This design comes from an exercise in tuning for small area and a short achievable clock period on the open sky130 flow, not from production work.
In this exercise RTL edits were held to simulation tests only and were not proved equivalent to the original.
Power figures rest on the tool's default switching activity, not on a simulated workload.

## rev 12
Design fifo, start of the top module:
module fifo
#(
parameter DATA_WIDTH = 8,
parameter ADDR_WIDTH = 6
)(
input                          rst_n,
input                          clk,
input                          push,
input                          pop,
input      [DATA_WIDTH -1 : 0] data_in,
output reg [DATA_WIDTH -1 : 0] data_out,
output reg                     empty,
output                         full,
output     [DATA_WIDTH -1 : 0] fifo_counter
);
reg [ADDR_WIDTH : 0]    cnt;
reg [7:0]               sel_lo;		 
reg [7:0]               sel_hi;		 
reg [DATA_WIDTH -1 : 0] buf_mem[63:0];
assign full         = cnt[ADDR_WIDTH];
assign fifo_counter = {1'b0, cnt};
wire do_push = push & ~cnt[ADDR_WIDTH];
wire do_pop  = pop & ~empty;
wire inc     = do_push & ~do_pop;
wire dec     = do_pop & ~do_push;
always @(posedge clk or posedge rst_n)
	if (rst_n) begin
		cnt    <= 0;
		empty  <= 1'b1;
		sel_lo <= 8'd1;
		sel_hi <= 8'd1;
	end else begin
		if (inc) begin
			cnt    <= cnt + 1'b1;
			sel_lo <= {sel_lo[6:0], sel_lo[7]};
			if (sel_lo[7]) sel_hi <= {sel_hi[6:0], sel_hi[7]};
		end else if (dec) begin
			cnt    <= cnt - 1'b1;
			sel_lo <= {sel_lo[0], sel_lo[7:1]};
			if (sel_lo[0]) sel_hi <= {sel_hi[0], sel_hi[7:1]};
		end
		empty <= (empty & ~push) | ((cnt == 1) & pop & ~push);
	end
reg [DATA_WIDTH -1 : 0] grp[7:0];
reg [DATA_WIDTH -1 : 0] rd;
integer a, b;
always @* begin
	for (a = 0; a < 8; a = a + 1) begin
		grp[a] = 0;
		for (b = 0; b < 8; b = b + 1)
			grp[a] = grp[a] | ({DATA_WIDTH{sel_lo[b]}} & buf_mem[(8*a + b + 63) % 64]);
	end
	rd = 0;
	for (a = 0; a < 8; a = a + 1)
		rd = rd | ({DATA_WIDTH{sel_hi[a]}} & grp[a]);
end
always @(posedge clk or posedge rst_n)
	if (rst_n)
		data_out <= 0;
	else if (do_pop)
		data_out <= rd;
integer i;
always @(posedge clk)
	if (do_push) begin
		buf_mem[0] <= data_in;
		for (i = 1; i < 64; i = i + 1)
			buf_mem[i] <= buf_mem[i-1];
	end
endmodule
export LEC_CHECK = 0
export CAP_MARGIN = 20
export CORE_MARGIN = 2
export CORE_UTILIZATION = 65
export CTS_BUF_LIST = sky130_fd_sc_hd__clkbuf_4 sky130_fd_sc_hd__clkbuf_8
export CTS_CLUSTER_DIAMETER = 60
export CTS_CLUSTER_SIZE = 15
export GPL_TIMING_DRIVEN = 0
export PLACE_DENSITY = 0.75
export SETUP_SLACK_MARGIN = 0.9
export SLEW_MARGIN = 20
create_clock -name core_clock -period 2.8 [get_ports {clk}]
standard.sh (not shown) runs the stock make flow with config.mk's settings and CLKGATE_MAP_FILE= SYNTH_SCRIPT=/design/flow/synth_recipe.tcl, a recipe that flattens the netlist after the stock synthesis.
==> flow/flow/run.sh <==
#!/bin/bash
# Standard ORFS layout with fast port buffers (buf_4) instead of the
# default choice, and a clock tree without dummy loads.
set -euo pipefail
bash standard.sh "BUFFER_PORTS_ARGS=-buffer_cell sky130_fd_sc_hd__buf_4" \
  "CTS_ARGS=-sink_clustering_enable -repair_clock_nets -sink_clustering_size 15 -sink_clustering_max_diameter 60 -buf_list {sky130_fd_sc_hd__clkbuf_4 sky130_fd_sc_hd__clkbuf_8} -dont_use_dummy_load" \
  finish > standard.log 2>&1
Rev 12 was carried through to the last stage, and its layout satisfied the timing, DRC and antenna checks.
diff inputs: rev 12 => rev 13
Settings: clearing GPL_TIMING_DRIVEN, which used to be 0; swapping 0.9 for 1.1 in SETUP_SLACK_MARGIN.
==> flow/flow/run.sh <==
#!/bin/bash
# Standard ORFS layout with fast port buffers (buf_4) instead of the
# default choice.
set -euo pipefail
bash standard.sh "BUFFER_PORTS_ARGS=-buffer_cell sky130_fd_sc_hd__buf_4" finish > standard.log 2>&1
[summary]
Reported for rev 12 and rev 13, sequential area share after synthesis turned out identical to the last digit. Rev 13 against rev 12: power fell by 610 uW, utilization lower, floorplan die height held. Hold slack came out higher on rev 13 than on rev 12. Data-path buffer share of cell area in the final layout: rev 13 lower than rev 12. Going from rev 12 to rev 13, final worst slack shows an increase of 0.17 ns, total buffers and inverters traversed by the critical path shows a reduction of 8. Detailed-route vias per instance was lower in rev 13 than in rev 12.

re-timing with driven ports:
Ports are ideal in the flow. The routed layouts listed here were re-timed in OpenROAD.
Step 1: set_driving_cell puts a clkbuf_16 on clk and a buf_2 on each other input, an assumption about the parent block.
Step 2 also shifts input and output timing later by t, the mid clock arrival at the registers, as if the neighbouring blocks saw the same clock.
Three values: ideal, step 1, step 2; two values: the first two.
| run | t (ns) | slack for setup (ns) | worst setup path at the end | clock arrival spread, ns |
|---|---|---|---|---|
| rev 12 | 0.619 | 0.727 / 0.683 / 0.386 | input to register | 0.085 / 0.085 |
| rev 13 | 0.623 | 0.894 / 0.894 / 0.816 | input to register | 0.026 / 0.027 |
After both steps every run listed still meets setup and hold. The setup slack of rev 12, which loses most, moves by -0.044 ns with the drivers and by -0.341 ns with both steps.
